Background: an optimization exercise with open tools, aiming at small area, a short achievable clock period and few clock cycles per item. Do not read the settings as production practice.
RTL that was checked went through simulation tests only; none was proved equivalent to the original.

red:
## mult_controller
module mult_controller #(
    parameter integer WIDTH = 32
)
(
    input logic clk,
    input logic rst_n,
    input logic start,
    input logic signed [WIDTH - 1: 0] multiplicand,
    input logic signed [WIDTH - 1: 0] multiplier,
    output logic signed [2 * WIDTH - 1: 0] product,
    output logic done
);
clock: 4.5 ns
lec_check: 0
abc_area: 1
cap_margin: 20
core_margin: 2
core_utilization: 40
cts_buf_list: sky130_fd_sc_hd__clkbuf_8
setup_slack_margin: 1.3
slew_margin: 20
tns_end_percent: 60
buffer_ports_args: -buffer_cell sky130_fd_sc_hd__buf_1
standard.sh (not shown) runs the stock make flow with config.mk's settings and CLKGATE_MAP_FILE= SYNTH_SCRIPT=/design/flow/synth_recipe.tcl, a recipe that flattens the netlist after the stock synthesis.
==> flow/flow/run.sh <==
#!/bin/bash
# The standard layout, except that the port buffers are plain buffers
# (sky130_fd_sc_hd__buf_1, which timing repair may resize) instead of the
# delay cells buffer_ports picks by default.
set -euo pipefail
echo 'export BUFFER_PORTS_ARGS = -buffer_cell sky130_fd_sc_hd__buf_1' >> config.mk
bash standard.sh > standard.log 2>&1
Testbench counts of red, summed over its fixed seeds: cycles 8,008, items 1,600.
Here is what was changed in the inputs of blue compared with red.
- BUFFER_PORTS_ARGS no longer set, was -buffer_cell sky130_fd_sc_hd__buf_1
- TNS_END_PERCENT no longer set, was 60
==> flow/flow/run.sh <==
#!/bin/bash
# The standard layout, except that the port buffers are plain buffers
# (sky130_fd_sc_hd__buf_1, which timing repair may resize) instead of the
# delay cells buffer_ports picks by default, and timing repair may swap a
# cell for one of another footprint.
set -euo pipefail
bash standard.sh "BUFFER_PORTS_ARGS=-buffer_cell sky130_fd_sc_hd__buf_1" MATCH_CELL_FOOTPRINT=0 finish > standard.log 2>&1
- Diff red -> blue: met2 global-route usage went down by 1.8 points; headroom to the max-slew limit went down by 0.77 points; detailed-route via count went down by 3.3%; die area was more or less identical; worst hold slack went up by 0.016 ns.
- When blue is set beside red, its maximum fanout count along the critical path turns out to be 22 larger.
Relative to blue, the following input files were edited for green:
- changing SETUP_SLACK_MARGIN from 1.3 to 1.4
- setting BUFFER_PORTS_ARGS to -buffer_cell sky130_fd_sc_hd__buf_1 for the first time
==> flow/flow/run.sh <==
#!/bin/bash
# The standard layout, except that the port buffers are plain buffers
# (sky130_fd_sc_hd__buf_1, which timing repair may resize) instead of the
# delay cells buffer_ports picks by default.
set -euo pipefail
echo 'export BUFFER_PORTS_ARGS = -buffer_cell sky130_fd_sc_hd__buf_1' >> config.mk
bash standard.sh > standard.log 2>&1
Notes after the runs:
Reported for green and blue, length of the first detailed-routing pass in iterations turned out identical to the last digit. Summary of green over blue: ratio of final minimum period to clock period up 1.4 points. green vs. blue: clock-pin transition on the worst setup and hold timing paths shows no meaningful change, share of the final layout cell area in multi-input gates shows a reduction of 0.42 points, cell area shows an increase of 3.7%. green reached the end of the flow, and the finished layout is clean on the timing, DRC and antenna checks. Fraction of the yosys area taken by sequential cells came out exactly the same in green and blue.
[inputs] orange vs green
- CTS_BUF_LIST: sky130_fd_sc_hd__clkbuf_8 -> unset
- SETUP_SLACK_MARGIN: 1.4 -> 1.3
Notes after the runs:
Re TritonCTS buffer count: no difference whatsoever between green and orange. Between green and orange, the difference in cell count after placement is negligible. Looking at required arrival time at the worst endpoint, orange sits 0.03 ns below green. Buffer count from post-CTS setup fixing in orange is 11 lower than in green.

* * *

mult_controller, a different RTL version from the one above (not shown whole).
For scale: about 1500 cells after synthesis, about 130 I/O pins, ~13000 um^2 of cells after synthesis.
Design mult_controller, start of the top module:
module mult_controller #(
    parameter integer WIDTH = 32
)
(
    input logic clk,
    input logic rst_n,
    input logic start,
    input logic signed [WIDTH - 1: 0] multiplicand,
    input logic signed [WIDTH - 1: 0] multiplier,
    output logic signed [2 * WIDTH - 1: 0] product,
    output logic done
);
Settings: LEC_CHECK=0, CAP_MARGIN=20, CORE_MARGIN=2, CORE_UTILIZATION=40, SETUP_SLACK_MARGIN=1.0, SLEW_MARGIN=20; clock period 4.5 ns.
==> flow/flow/run.sh <==
#!/bin/bash
# The standard layout, except that the port buffers are plain buffers
# (sky130_fd_sc_hd__buf_1, which timing repair may resize) instead of the
# delay cells buffer_ports picks by default, and timing repair may swap a
# cell for one of another footprint.
set -euo pipefail
bash standard.sh "BUFFER_PORTS_ARGS=-buffer_cell sky130_fd_sc_hd__buf_1" MATCH_CELL_FOOTPRINT=0 finish > standard.log 2>&1
Change:
==> flow/flow/run.sh (replaced) <==
#!/bin/bash
# The standard layout, except that the port buffers are plain buffers
# (sky130_fd_sc_hd__buf_1, which timing repair may resize) instead of the
# delay cells buffer_ports picks by default.
set -euo pipefail
echo 'export BUFFER_PORTS_ARGS = -buffer_cell sky130_fd_sc_hd__buf_1' >> config.mk
bash standard.sh > standard.log 2>&1
BUFFER_PORTS_ARGS = -buffer_cell sky130_fd_sc_hd__buf_1   (was not set)
Effect:
- The new run finished with timing, DRC and antenna clean
- final area is higher by about 0.8%
- synthesized area stays the same
- die area does not change
- register-to-register slack degrades by 0.03 ns
- clock-buffer cell count came out higher by 2
- final cell count hardly moves
- wire length climbs by about 1.6%
- clock skew goes down by 0.0050 ns
- core utilization went up by 0.40 points
- global-route usage goes up by 1.3 points
Function was not checked in any run of this note: the RTL went through the layout flow alone.

* * *

mult_controller with an RTL version that a note above also has.
Size in the first run: roughly 150 flip-flops, ~130 I/O pins.
export LEC_CHECK = 0
export ABC_AREA = 1
export CAP_MARGIN = 20
export CORE_MARGIN = 2
export CORE_UTILIZATION = 40
export CTS_BUF_LIST = sky130_fd_sc_hd__clkbuf_8
export SETUP_SLACK_MARGIN = 1.2
export SLEW_MARGIN = 20
export BUFFER_PORTS_ARGS = -buffer_cell sky130_fd_sc_hd__buf_1
create_clock -name core_clock -period 4.5 [get_ports {clk}]
==> flow/flow/run.sh <==
#!/bin/bash
# The standard layout, except that the port buffers are plain buffers
# (sky130_fd_sc_hd__buf_1, which timing repair may resize) instead of the
# delay cells buffer_ports picks by default.
set -euo pipefail
echo 'export BUFFER_PORTS_ARGS = -buffer_cell sky130_fd_sc_hd__buf_1' >> config.mk
bash standard.sh > standard.log 2>&1
Testbench counts at the start, summed over its fixed seeds: cycles 8,008, items 1,600.
Next try:
==> flow/flow/run.sh (replaced) <==
#!/bin/bash
# The standard layout, except that:
# - the port buffers are plain buffers (sky130_fd_sc_hd__buf_1, which timing
#   repair may resize) instead of the delay cells buffer_ports picks;
# - synthesis maps adders with yosys's own Brent-Kung carry lookahead instead
#   of the Kogge-Stone extra map (any non-empty SYNTH_OPERATIONS_ARGS drops
#   it; -noshare is already on every synth call).
set -euo pipefail
echo 'export BUFFER_PORTS_ARGS = -buffer_cell sky130_fd_sc_hd__buf_1' >> config.mk
echo 'export SYNTH_OPERATIONS_ARGS = -noshare' >> config.mk
bash standard.sh > standard.log 2>&1
Settings changed: SETUP_SLACK_MARGIN 1.2 to 1.3, SYNTH_OPERATIONS_ARGS set to -noshare.
Routed wire length came out lower by roughly a tenth.
First-iteration DRC count came out lower by a quarter to a third.
Setup slack gets worse by 0.026 ns.
Next try:
==> flow/flow/run.sh (replaced) <==
#!/bin/bash
# The standard layout, except that the port buffers are plain buffers
# (sky130_fd_sc_hd__buf_1, which timing repair may resize) instead of the
# delay cells buffer_ports picks by default.
set -euo pipefail
echo 'export BUFFER_PORTS_ARGS = -buffer_cell sky130_fd_sc_hd__buf_1' >> config.mk
bash standard.sh > standard.log 2>&1
Settings changed: SYNTH_OPERATIONS_ARGS -noshare to unset, TNS_END_PERCENT set to 30.
Design area shrinks by 3.4%; synthesized area grows by 7.0%; worst setup slack degrades by 0.023 ns; first-iteration DRC count grows by 82%; worst hold slack degrades by 0.0053 ns.
Next try:
Settings changed: TNS_END_PERCENT 30 to unset.
=> Worst setup slack gains 0.14 ns; cell area falls by 2.3%; wire length falls by 5.2%; hold slack gains 0.022 ns; cell count falls by 0.69%; synthesized cell count stays the same; clock-buffer cell count rises by 1; first-iteration DRC count falls by 19%; area after synthesis stays the same; register-to-register slack gains 0.14 ns.
Next try:
Settings changed: CTS_BUF_LIST sky130_fd_sc_hd__clkbuf_8 to unset, SETUP_SLACK_MARGIN 1.3 to 1.0.
The new run finished with timing, DRC and antenna clean.
Setup slack gets worse by 0.22 ns.
Wire length grows by 1.4%.
Synthesized cell count does not change.
Worst hold slack gains 0.030 ns.
Sequential cell count does not change.
Next try:
Settings changed: SETUP_SLACK_MARGIN 1.0 to 1.6.
After rerunning: Clock-buffer cell count fell by 1; wire length rose by about 10%; global-route usage rose by 1.0 points; sequential share of layout area fell by 3.0 points; cell count rose by 2.9%; non-clock buffer count rose by 58.

* * *

mult_controller, a different RTL version from the one above (not shown whole).
Size in the first run: roughly 150 flip-flops, about 130 I/O pins, ~0.013 sq mm of cells after synthesis.
clock: 4.5 ns
lec_check: 0
cap_margin: 0
core_margin: 2
core_utilization: 40
setup_slack_margin: 1.0
slew_margin: 0
buffer_ports_args: -buffer_cell sky130_fd_sc_hd__buf_1
==> flow/flow/run.sh <==
#!/bin/bash
# The standard layout, except that the port buffers are plain buffers
# (sky130_fd_sc_hd__buf_1, which timing repair may resize) instead of the
# delay cells buffer_ports picks by default.
set -euo pipefail
echo 'export BUFFER_PORTS_ARGS = -buffer_cell sky130_fd_sc_hd__buf_1' >> config.mk
bash standard.sh > standard.log 2>&1
The starting point passed the timing, DRC and antenna checks.
Testbench counts at the start, summed over its fixed seeds: cycles 8,008, items 1,600.
==> next run, changes <==
==> flow/run.sh (new file) <==
#!/bin/bash
# synth_recipe.tcl (not shown) runs the flow's synth.tcl, then flattens the netlist and writes it again
# the make line also repeats each setting of config.mk as NAME=value (left out here)
make -C /OpenROAD-flow-scripts/flow DESIGN_CONFIG=/design/flow/config.mk WORK_HOME=/design/flow/orfs CLKGATE_MAP_FILE= SYNTH_SCRIPT=/design/flow/synth_recipe.tcl finish
--- a/flow/config.mk
+++ b/flow/config.mk
@@ -7,7 +7,6 @@
 export LEC_CHECK = 0
-export CAP_MARGIN = 0
+export CAP_MARGIN = 20
 export CORE_MARGIN = 2
 export CORE_UTILIZATION = 40
-export SETUP_SLACK_MARGIN = 1.0
-export SLEW_MARGIN = 0
-export BUFFER_PORTS_ARGS = -buffer_cell sky130_fd_sc_hd__buf_1
+export SETUP_SLACK_MARGIN = 0.5
+export SLEW_MARGIN = 20
removed: flow/flow/run.sh
removed: flow/standard.sh
Outcome:
- The new run went through all stages and came out clean
- core utilization is higher by 0.97 points
- global-route usage shrinks by 0.17 points
- final area went up by 2.1%
- wire length decreases by 4.7%
- sequential share of layout area drops by 0.51 points
==> next run, changes <==
==> flow/flow/run.sh (new file) <==
#!/bin/bash
# The standard layout, except that the port buffers are plain buffers
# (sky130_fd_sc_hd__buf_1, which timing repair may resize) instead of the
# delay cells buffer_ports picks by default.
set -euo pipefail
echo 'export BUFFER_PORTS_ARGS = -buffer_cell sky130_fd_sc_hd__buf_1' >> config.mk
bash standard.sh > standard.log 2>&1
==> flow/standard.sh (new file) <==
#!/bin/bash
# synth_recipe.tcl (not shown) runs the flow's synth.tcl, then flattens the netlist and writes it again
# the make line also repeats each setting of config.mk as NAME=value (left out here)
make -C /OpenROAD-flow-scripts/flow DESIGN_CONFIG=/design/flow/config.mk WORK_HOME=/design/flow/orfs CLKGATE_MAP_FILE= SYNTH_SCRIPT=/design/flow/synth_recipe.tcl "${@:-finish}"
--- a/flow/config.mk
+++ b/flow/config.mk
@@ -9,4 +9,5 @@
 export CORE_MARGIN = 2
-export CORE_UTILIZATION = 40
-export SETUP_SLACK_MARGIN = 0.5
+export CORE_UTILIZATION = 55
+export SETUP_SLACK_MARGIN = 1.0
 export SLEW_MARGIN = 20
+export BUFFER_PORTS_ARGS = -buffer_cell sky130_fd_sc_hd__buf_1
removed: flow/run.sh
After rerunning: Die area went down by 27%. Maximum frequency went up by 12%. Design area went down by 0.48%. Wire length went up by 3.7%. Via count went up by 3.5%.
==> next run, changes <==
==> flow/run.sh (new file) <==
#!/bin/bash
# synth_recipe.tcl (not shown) runs the flow's synth.tcl, then flattens the netlist and writes it again
# the make line also repeats each setting of config.mk as NAME=value (left out here)
make -C /OpenROAD-flow-scripts/flow DESIGN_CONFIG=/design/flow/config.mk WORK_HOME=/design/flow/orfs CLKGATE_MAP_FILE= SYNTH_SCRIPT=/design/flow/synth_recipe.tcl finish
--- a/flow/config.mk
+++ b/flow/config.mk
@@ -9,5 +9,4 @@
 export CORE_MARGIN = 2
-export CORE_UTILIZATION = 55
-export SETUP_SLACK_MARGIN = 1.0
+export CORE_UTILIZATION = 40
+export SETUP_SLACK_MARGIN = 1.5
 export SLEW_MARGIN = 20
-export BUFFER_PORTS_ARGS = -buffer_cell sky130_fd_sc_hd__buf_1
removed: flow/flow/run.sh
removed: flow/standard.sh
=>
- The changed run finished with timing, DRC and antenna clean
- worst hold slack gains 0.20 ns
- final area goes up by about a fifth
- setup slack gains 0.071 ns
- core utilization went down by 9.7 points
- fmax rises by a few percent
- first-iteration DRC count came out higher by a few percent
- routed wire length increases by roughly a tenth

* * *

Starting RTL as in the previous note.
==> flow/config.mk <==
export PLATFORM = sky130hd
export DESIGN_NAME = mult_controller
export DESIGN_NICKNAME = mult_controller
export VERILOG_FILES = /design/flow/design.v
export SDC_FILE = /design/flow/constraint.sdc
export NUM_CORES = 4
export LEC_CHECK = 0
export CAP_MARGIN = 20
export CORE_MARGIN = 2
export CORE_UTILIZATION = 40
export SETUP_SLACK_MARGIN = 1.5
export SLEW_MARGIN = 20
export BUFFER_PORTS_ARGS = -buffer_cell sky130_fd_sc_hd__buf_1
==> flow/constraint.sdc <==
create_clock -name core_clock -period 4.5 [get_ports {clk}]
set_input_delay 0.9000 -clock core_clock [delete_from_list [all_inputs] [get_ports {clk}]]
set_output_delay 0.9000 -clock core_clock [all_outputs]
set_load 0.01 [all_outputs]
==> flow/flow/run.sh <==
#!/bin/bash
# The standard layout, except that the port buffers are plain buffers
# (sky130_fd_sc_hd__buf_1, which timing repair may resize) instead of the
# delay cells buffer_ports picks by default.
set -euo pipefail
echo 'export BUFFER_PORTS_ARGS = -buffer_cell sky130_fd_sc_hd__buf_1' >> config.mk
bash standard.sh > standard.log 2>&1
Testbench counts at the start, summed over its fixed seeds: cycles 8,008, items 1,600.
==> next run, changes <==
--- a/flow/config.mk
+++ b/flow/config.mk
@@ -9,5 +9,5 @@
 export CORE_MARGIN = 2
 export CORE_UTILIZATION = 40
-export SETUP_SLACK_MARGIN = 1.5
+export SETUP_SLACK_MARGIN = 1.0
 export SLEW_MARGIN = 20
 export BUFFER_PORTS_ARGS = -buffer_cell sky130_fd_sc_hd__buf_1
The changed run passed the timing, DRC and antenna checks.
Die area is unchanged.
Cell count came out lower by 3.3%.
Worst hold slack degrades by 15 ps.
Worst setup slack degrades by 31 ps.
Critical path depth came out lower by 3.
Flip-flop and latch count is unchanged.
Count of clock-buffer cells in the layout came out lower by 4.
Non-clock buffer count came out lower by 65.
Register-to-register slack degrades by 30 ps.
Maximum frequency came out lower by about 0.9%.
==> next run, changes <==
==> flow/run.sh (new file) <==
#!/bin/bash
# synth_recipe.tcl (not shown) runs the flow's synth.tcl, then flattens the netlist and writes it again
# the make line also repeats each setting of config.mk as NAME=value (left out here)
make -C /OpenROAD-flow-scripts/flow DESIGN_CONFIG=/design/flow/config.mk WORK_HOME=/design/flow/orfs CLKGATE_MAP_FILE= SYNTH_SCRIPT=/design/flow/synth_recipe.tcl finish
--- a/flow/config.mk
+++ b/flow/config.mk
@@ -11,3 +11,2 @@
 export SETUP_SLACK_MARGIN = 1.0
 export SLEW_MARGIN = 20
-export BUFFER_PORTS_ARGS = -buffer_cell sky130_fd_sc_hd__buf_1
removed: flow/flow/run.sh
removed: flow/standard.sh
Non-clock buffer count rises by 36.
Synthesized area stays the same.
Synthesized cell count is unchanged.
Final area rises by roughly a tenth.
==> next run, changes <==
==> flow/flow/run.sh (new file) <==
#!/bin/bash
# The standard layout, except that the port buffers are plain buffers
# (sky130_fd_sc_hd__buf_1, which timing repair may resize) instead of the
# delay cells buffer_ports picks by default.
set -euo pipefail
echo 'export BUFFER_PORTS_ARGS = -buffer_cell sky130_fd_sc_hd__buf_1' >> config.mk
bash standard.sh > standard.log 2>&1
==> flow/standard.sh (new file) <==
#!/bin/bash
# synth_recipe.tcl (not shown) runs the flow's synth.tcl, then flattens the netlist and writes it again
# the make line also repeats each setting of config.mk as NAME=value (left out here)
make -C /OpenROAD-flow-scripts/flow DESIGN_CONFIG=/design/flow/config.mk WORK_HOME=/design/flow/orfs CLKGATE_MAP_FILE= SYNTH_SCRIPT=/design/flow/synth_recipe.tcl "${@:-finish}"
--- a/flow/config.mk
+++ b/flow/config.mk
@@ -6,7 +6,9 @@
 export NUM_CORES = 4
 export LEC_CHECK = 0
+export ABC_AREA = 1
 export CAP_MARGIN = 20
 export CORE_MARGIN = 2
 export CORE_UTILIZATION = 40
-export SETUP_SLACK_MARGIN = 1.0
+export SETUP_SLACK_MARGIN = 1.5
 export SLEW_MARGIN = 20
+export BUFFER_PORTS_ARGS = -buffer_cell sky130_fd_sc_hd__buf_1
removed: flow/run.sh
Worst setup slack gets better by 310 ps.
Flip-flop and latch count stays the same.
Final area falls by a few percent.
Via count decreases by a few percent.
Routed wire length went down by a few percent.
Synthesized area drops slightly.

port drivers added, routing unchanged:
The results above use ideal ports. As a check the final layouts listed here were re-extracted and re-timed, cells and wires unchanged.
Step 1 sets driving cells, clkbuf_16 on the clock port and buf_2 on the other inputs (assumed; they add their load-dependent delay and slew).
Step 2 also shifts input and output timing later by t, the mid clock arrival at the registers, as if the neighbouring blocks saw the same clock.
a / b / c = ideal / step 1 / step 2; a / b = the first two.
run	t, ns	setup WS [ns]	worst setup path after step 2	cell pins on the clock port's net
red	0.518	1.329 / 1.330 / 0.906	input to register	1
blue	0.500	1.387 / 1.387 / 0.933	input to register	1
green	0.508	1.324 / 1.324 / 0.853	input to register	1
orange	0.477	1.386 / 1.386 / 0.952	input to register	1
the first run of note 2	0.473	1.044 / 1.040 / 0.567	input to register	1
the second run of note 2	0.480	0.941 / 0.945 / 0.465	input to register	1
the first run of note 3	0.500	1.299 / 1.299 / 0.862	input to register	1
the second run of note 3	0.510	1.273 / 1.273 / 0.796	input to register	1
the third run of note 3	0.516	1.250 / 1.250 / 0.862	input to register	1
the fourth run of note 3	0.500	1.387 / 1.387 / 0.933	input to register	1
the fifth run of note 3	0.473	1.162 / 1.162 / 0.717	input to register	1
the sixth run of note 3	0.477	1.360 / 1.371 / 0.894	input to register	1
the first run of note 4	0.474	1.067 / 1.067 / 0.716	input to register	1
the second run of note 4	0.474	0.599 / 0.619 / 0.145	input to register	1
the third run of note 4	0.464	1.018 / 1.018 / 0.653	input to register	1
the fourth run of note 4	0.481	1.089 / 1.089 / 0.619	input to register	1
the first run of note 5	0.486	1.097 / 1.097 / 0.692	input to register	1
the second run of note 5	0.474	1.067 / 1.067 / 0.716	input to register	1
the third run of note 5	0.464	0.998 / 1.014 / 0.551	input to register	1
the fourth run of note 5	0.478	1.313 / 1.313 / 0.897	input to register	1
After both steps every run listed still meets setup and hold.
